From an optimization exercise on the open Yosys and OpenROAD flow, aimed at small area and a short achievable clock period; shortcuts taken in it are not production practice. No run shown here included a check of the RTL's function; only the layout flow was run. Power figures rest on the tool's default switching activity, not on a simulated workload.

==> flow/design.v, too long to show whole: its modules and the start of the top module <==
// module ksa_inv: 5 lines
// module ksa_nand2: 5 lines
// module ksa_nor2: 5 lines
// module ksa_nand3: 5 lines
// module ksa_nand4: 5 lines
// module ksa_and2: 5 lines
// module ksa_and3: 5 lines
// module ksa_xor2: 5 lines
// module ksa_xnor2: 5 lines
// module ksa_aoi21: 5 lines
// module ksa_a21boi: 5 lines
// module ksa_oai21: 5 lines
// module ksa_fa: 7 lines
// module ksa_ha: 6 lines
// module VKSA_blocks: 519 lines
// module VKSA_256: 1577 lines
// module VKSA_256_top: 21 lines
module VKSA_256_top (in_clk, in_A, in_B, in_CI, out_S, out_CO);
  // ...
==> flow/flow/run.sh <==
#!/bin/bash
# Standard synthesis and layout, with plain minimum-size buffers on the ports
# (buffer_ports would otherwise pick clkdlybuf4s50_1, a slow delay cell), and
# with every gate reset to its smallest drive strength after global placement
# (flow/downsize.tcl), so that timing repair upsizes only what it needs.
set -euo pipefail
bash standard.sh synth > synth.log 2>&1
bash standard.sh "BUFFER_PORTS_ARGS=-buffer_cell sky130_fd_sc_hd__buf_1" \
  "POST_GLOBAL_PLACE_TCL=$PWD/flow/downsize.tcl" finish > layout.log 2>&1
==> flow/flow/downsize.tcl <==
# Start timing repair from minimum-size gates: every combinational cell that
# synthesis mapped to a larger drive strength is swapped for the smallest cell
# of the same function (same name but for the drive-strength suffix). The
# resizer then upsizes only the gates that timing needs.
set n 0
set saved 0.0
foreach inst [get_cells *] {
  set lc [get_lib_cells -of_objects $inst]
  if {$lc eq "" || $lc eq "NULL"} { continue }
  set name [get_name $lc]
  if {![regexp {^(sky130_fd_sc_hd__[a-z0-9]+)_([0-9]+)$} $name -> base drive]} { continue }
  if {[string match "*df*" $base] || [string match "*clk*" $base] || [string match "*tap*" $base]} { continue }
  set best $name
  set best_area [get_property $lc area]
  foreach cand [get_lib_cells ${base}_*] {
    set cname [get_name $cand]
    if {![regexp "^${base}_\[0-9\]+\$" $cname]} { continue }
    if {[get_property $cand dont_use]} { continue }
    set a [get_property $cand area]
    if {$a < $best_area} { set best $cname; set best_area $a }
  }
  if {$best ne $name} {
    set saved [expr {$saved + [get_property $lc area] - $best_area}]
    replace_cell $inst [get_lib_cells $best]
    incr n
  }
}
puts "downsize.tcl: downsized $n cells, [format %.1f $saved] um2"
==> flow/standard.sh <==
#!/bin/bash
# synth_recipe.tcl (not shown) runs the flow's synth.tcl, then flattens the netlist and writes it again
# the make line also repeats each setting of config.mk as NAME=value (left out here)
make -C /OpenROAD-flow-scripts/flow DESIGN_CONFIG=/design/flow/config.mk WORK_HOME=/design/flow/orfs CLKGATE_MAP_FILE= SYNTH_SCRIPT=/design/flow/synth_recipe.tcl "${@:-finish}"
==> flow/config.mk <==
export PLATFORM = sky130hd
export DESIGN_NAME = VKSA_256_top
export DESIGN_NICKNAME = VKSA_256_top
export VERILOG_FILES = /design/flow/design.v
export SDC_FILE = /design/flow/constraint.sdc
export NUM_CORES = 4
export LEC_CHECK = 0
export CAP_MARGIN = 20
export CORE_AREA = 17 17 227 227
export CTS_CLUSTER_DIAMETER = 120
export CTS_CLUSTER_SIZE = 24
export DIE_AREA = 0 0 244 244
export PLACE_DENSITY = 0.5
export SETUP_SLACK_MARGIN = 3.2
export SLEW_MARGIN = 20
export SYNTH_HIERARCHICAL = 1
export TNS_END_PERCENT = 5
==> flow/constraint.sdc <==
create_clock -name core_clock -period 5.5 [get_ports {in_clk}]
set_input_delay 1.1000 -clock core_clock [delete_from_list [all_inputs] [get_ports {in_clk}]]
set_output_delay 1.1000 -clock core_clock [all_outputs]
set_load 0.01 [all_outputs]
==> impl_metrics.py, run 1 <==
metrics = {
    "layout": {
        "stdcell_area_mm2": 0.02820,
        "multi_input_cells": 1317,
        "n_all_inverters": 41,
        "multiInputGateArea_mm2": 0.01151,
        "nNetsFinal": 3498,
    },
    "worst_setup_path": {
        "start_kind": "flip-flop",
        "crit_fanout": 7,
        "r2r_end": "out_S[246]$_DFF_P_",
        "cp_num_cells": 11,
        "reg2reg_from": "r_bs[29]$_DFF_P_",
        "required_ps": 6010,
    },
    "floorplanning": {
        "start_util": 0.5209,
        "die_y_um": 244,
        "coreArea_mm2": 0.04336,
    },
    "logic_synthesis": {
        "synthesis.nets": 2645,
        "synthesis.area_mm2": 0.02259,
        "yosysMostFrequentCell": "dfxtp_1",
        "synth.area.mux_share": 0,
        "async_reset_ff_frac": 0,
        "yosysUniqueCellTypes": 14,
    },
    "global_routing": {
        "met2_usage": 0.4812,
    },
    "clock_tree": {
        "cts_setup_buffers": 22,
    },
    "status": {
        "status": "timing/DRC/antenna clean",
    },
    "detailed_routing": {
        "route.vias.total": 16850,
        "totalWireLength_um": 81360,
    },
    "placement": {
        "place_area_mm2": 0.02567,
    },
    "pwr": {
        "cell_internal_pwr_mw": 6.971,
        "powerSeq_mw": 5.66,
        "total_power_mw": 10.30,
        "p_clk_mw": 2.22,
    },
    "sta": {
        "hold_ws_ps": 334.3,
        "hold_viol_final": 0,
    },
}
==> inputs of run 2 (changes only) <==
==> flow/flow/run.sh (replaced) <==
#!/bin/bash
# Standard synthesis and layout, with:
# - plain minimum-size buffers on the ports (buffer_ports would otherwise pick
#   clkdlybuf4s50_1, a slow delay cell);
# - the pins in bit order around the die (flow/pins.tcl);
# - every gate reset to its smallest drive strength after global placement
#   (flow/downsize.tcl), so that timing repair upsizes only what it needs.
set -euo pipefail
bash standard.sh synth > synth.log 2>&1
bash standard.sh "BUFFER_PORTS_ARGS=-buffer_cell sky130_fd_sc_hd__buf_1" \
  "PRE_IO_PLACEMENT_TCL=$PWD/flow/pins.tcl" \
  "POST_GLOBAL_PLACE_TCL=$PWD/flow/downsize.tcl" finish > layout.log 2>&1
==> flow/flow/pins.tcl (new file) <==
# Pin order: the adder's bit slices follow each other around the die, each
# bit's in_A, in_B and out_S pins side by side, so that the carry network runs
# around a ring of bit slices: bits 0-79 on the bottom edge, 80-127 on the
# right, 128-207 on the top and 208-255 on the left (the top and bottom edges
# have the finer pin pitch).
set edges {bottom right top left}
set bounds {0 80 128 208 256}
for {set q 0} {$q < 4} {incr q} {
  set names {}
  if {$q == 0} { lappend names in_CI }
  for {set i [lindex $bounds $q]} {$i < [lindex $bounds [expr {$q + 1}]]} {incr i} {
    lappend names "in_A\[$i\]" "in_B\[$i\]" "out_S\[$i\]"
  }
  if {$q == 3} { lappend names out_CO }
  if {$q >= 2} { set names [lreverse $names] }
  set_io_pin_constraint -pin_names $names -region [lindex $edges $q]:* -group -order
}
--- a/flow/config.mk
+++ b/flow/config.mk
@@ -12,4 +12,3 @@
 export DIE_AREA = 0 0 244 244
-export PLACE_DENSITY = 0.5
-export SETUP_SLACK_MARGIN = 3.2
+export SETUP_SLACK_MARGIN = 3.25
 export SLEW_MARGIN = 20
==> impl_metrics.py, run 2 <==
metrics = {
    "layout": {
        "post-route-util": 0.6552,
        "drive_above_1_share": 0.1365,
        "fill_cells": 3570,
        "nNetsFinal": 3511,
        "final_common_cell": "buf_1",
        "antenna_cells": 0,
        "reg_top3": "out_S (256), r_bs (256), r_bg (65)",
        "syn2layout_area_growth_pct": 25.77,
        "layout_common_cells": "762 x buf_1, 515 x dfxtp_1, 233 x xor2_1, 157 x nand2_1, 148 x xnor2_1",
    },
    "sta": {
        "finalSetupViolations": 0,
        "grt_setup_unrepaired": "yes",
        "layout_setup_ws_ps": 3147,
        "clock_skew_ps": 21.01,
        "min_period_ps": 2353,
        "hold_viol_final": 0,
        "fin_crit_sh": 0.4278,
        "maxSlewHeadroom": 0.6243,
        "drv_slew": 0,
        "setup_tns_ps": 0,
        "max_freq_mhz": 425.0,
        "worst_pin_slew_ps": 558.6,
    },
    "logic_synthesis": {
        "yosysUniqueCellTypes": 14,
        "ys_seq_area_frac": 0.5122,
        "yosysMostFrequentCell": "dfxtp_1",
        "synthesis.nets": 2645,
        "synth.top_cell.area_share": 0.5122,
        "synth_warnings": 7,
        "syn_area_per_cell_um2": 11.65,
        "synth_area_leaders": "dfxtp_1 51%, fa_1 11%, xor2_1 9.0%",
        "synth_top_cell_by_area": "dfxtp_1",
        "synth_common_cells": "578 x dfxtp_1, 233 x xor2_1, 181 x nand2_1",
        "ys_ff_latch": 578,
        "netlist_instances": 1939,
        "async_reset_ff_frac": 0,
        "synthesis.area_mm2": 0.02259,
        "synth-edff-count": 0,
        "ys.flop_type": "dfxtp_1",
    },
    "pwr": {
        "p_leak_nw": 10.96,
        "power_density_mw_per_mm2": 367.9,
        "irDropWorstVdd_uv": 315.3,
        "total_power_mw": 10.45,
    },
    "floorplanning": {
        "die_area_mm2": 0.05954,
        "coreArea_mm2": 0.04336,
        "io_pins": 771,
        "chipWidth_um": 244,
        "die_y_um": 244,
        "start_util": 0.5209,
        "rows": 76,
    },
    "clock_tree": {
        "cts_tree": "done",
        "hold_buffers": 0,
        "cts_buffers": 28,
        "cts.sink_count": 578,
        "clkLatencyLatePin_ps": 580,
        "clk_pin_slew_ps": 90,
        "clock_path_buffers": 3,
        "root_buffer": "clkbuf_16",
        "cts_max_level": 1,
    },
    "worst_setup_path": {
        "path_cells": "buf_1",
        "cp_slowest_stage_delay_ps": 340,
        "crit_fanout": 1,
        "start_kind": "flip-flop",
        "required_ps": 4400,
        "worst-path-buf-inv": 1,
        "cpLargestDelayFamily": "buffers and inverters",
        "cp-end-kind": "output port",
        "cp.arrival_ps": 1250,
        "crit_slowest_cell": "buf_1",
        "critical_path_class": "flip-flop to output port",
    },
    "detailed_routing": {
        "routedWlPerCell_um": 24.30,
        "dr_wl_met2_um": 45040,
        "totalWireLength_um": 82360,
        "drtPass1Iterations": 5,
        "via_per_inst": 5.046,
        "route.vias.total": 17110,
        "wl_met3_um": 5150,
        "wl_met1_um": 29680,
        "drc_errors": 0,
        "highest_layer": "met5",
        "drtAntennaViolNets": 0,
        "drtIter0Drc": 804,
    },
    "global_routing": {
        "grt.overflow.total": 0,
        "grt_max_degree": 25,
        "grt_pass1_wl_um": 116700,
        "grtUsageTotal": 0.2540,
        "grt_pass1_vias": 18210,
        "antenna_found_initial": 1,
    },
    "placement": {
        "io_buffers": 770,
        "hpwl_um": 71000,
        "place_ws_ps": 559.7,
    },
    "status": {
        "status": "timing/DRC/antenna clean",
    },
    "job": {
        "cap_violations": 0,
    },
    "min_path": {
        "min_path_type": "flip-flop to flip-flop",
    },
}
run 2: layout make-up:
class                   count  area [um2]  share of cell area
multi-input cells        1317       11640              0.4098
clock buffers              29       725.7             0.02554
inverters                  41       156.4            0.005505
repair buffers            839        3460              0.1218
clock inverters             1       30.03            0.001057
well taps                 585       732.0             0.02576
flip-flops and latches    578       11660              0.4106
run 2: layer usage:
metal / global-route usage / vias to the layer above
met1: 0.2671 / 8315
met2: 0.5013 / 518
met4: 0.05945 / 2
met5: 0 / -
li1: - / 8165
met3: 0.05899 / 105
run 2: Yosys stat by module (local to each module, per instance), a selection:
module / copies in the design / cells / flip-flops and latches / area [um2]
ksa_nand4: 105 / 1 / 0 / 6.256
ksa_xnor2: 148 / 1 / 0 / 8.758
ksa_a21boi: 64 / 1 / 0 / 11.26
ksa_oai21: 117 / 1 / 0 / 5.005
ksa_nand2: 181 / 1 / 0 / 3.754
ksa_fa: 128 / 1 / 0 / 20.02
VKSA_256: 1 / 3 / 0 / 22.52
ksa_nand3: 63 / 1 / 0 / 5.005
ksa_aoi21: 76 / 1 / 0 / 8.758
ksa_ha: 64 / 1 / 0 / 12.51
run 2: cells by family (layout without fill, tap and decap cells):
family | Yosys count | after routing | synth area share
XOR/XNOR | 381 | 381 | 0.1477
flip-flops | 578 | 578 | 0.5122
adder cells (fa/ha/maj) | 192 | 192 | 0.1489
AND/OR/NAND/NOR | 487 | 487 | 0.09605
AO/OA/AOI/OAI | 257 | 257 | 0.08729
buffers and inverters | 44 | 910 | 0.007810
run 2: path summary, 6_finish.rpt:
| check | start | to | slack (ps) | cells after the start |
|---|---|---|---|---|
| worst max-delay path | out_S[204]$_DFF_P_ | out_S[204] | 3150 | 1 |
| worst max register to register | r_bs[51]$_DFF_P_ | out_S[125]$_DFF_P_ | 3160 | 11 |
| worst min-delay path | r_bs[1]$_DFF_P_ | out_S[1]$_DFF_P_ | 310 | 0 |
| worst min register to register | r_bs[1]$_DFF_P_ | out_S[1]$_DFF_P_ | 310 | 0 |
run 2: timing repair:
action,CTS,global route
setup buffers,27,42
endpoints found under the setup margin,373,358
pin swaps,45,121
gates resized for setup,164,236
endpoints found under the hold margin,0,0
run 2: power by group:
part	total [mW]	leakage [nW]	switching [mW]	internal, mW
clock network	2.21	0.369	1.26	0.949
logic	2.58	5.71	1.59	0.990
registers	5.66	4.88	0.595	5.07
run 2: metrics by stage:
| stage | area [um2] | hold WS [ps] | std cells |
|---|---|---|---|
| floorplan | 22650 | 391.6 | 1939 |
| global placement | 26250 | 315.1 | 3291 |
| detailed placement | 25660 | 315.0 | 3291 |
| CTS | 27260 | 309.7 | 3348 |
| global route | 28410 | 312.8 | 3390 |
| finish | 28410 | 308.0 | 3390 |

## separate check: timing with driven ports
In the flow no input, the clock included, has a driving cell. The finished layouts below were timed again as built, in two steps. Step 1, drivers: a clkbuf_16 drives in_clk and a buf_2 each remaining input, both assumed. Step 2 also shifts input and output timing later by t, the mid clock arrival at the registers, as if the neighbouring blocks saw the same clock. a / b / c = ideal / step 1 / step 2; a / b = the first two.
| run | shift t [ns] | setup WS [ns] | slew at the worst register clock pin (ns) | worst data-port slew with drivers (ns) |
|---|---|---|---|---|
| run 1 | 0.633 | 3.141 / 3.123 / 2.738 | 0.10 / 0.10 | 0.13 |
| run 2 | 0.627 | 3.147 / 3.092 / 2.680 | 0.10 / 0.10 | 0.08 |
After both steps setup and hold are still met in every run listed. The setup slack of run 2, which loses most, moves by -0.055 ns with the drivers and by -0.467 ns with both steps.
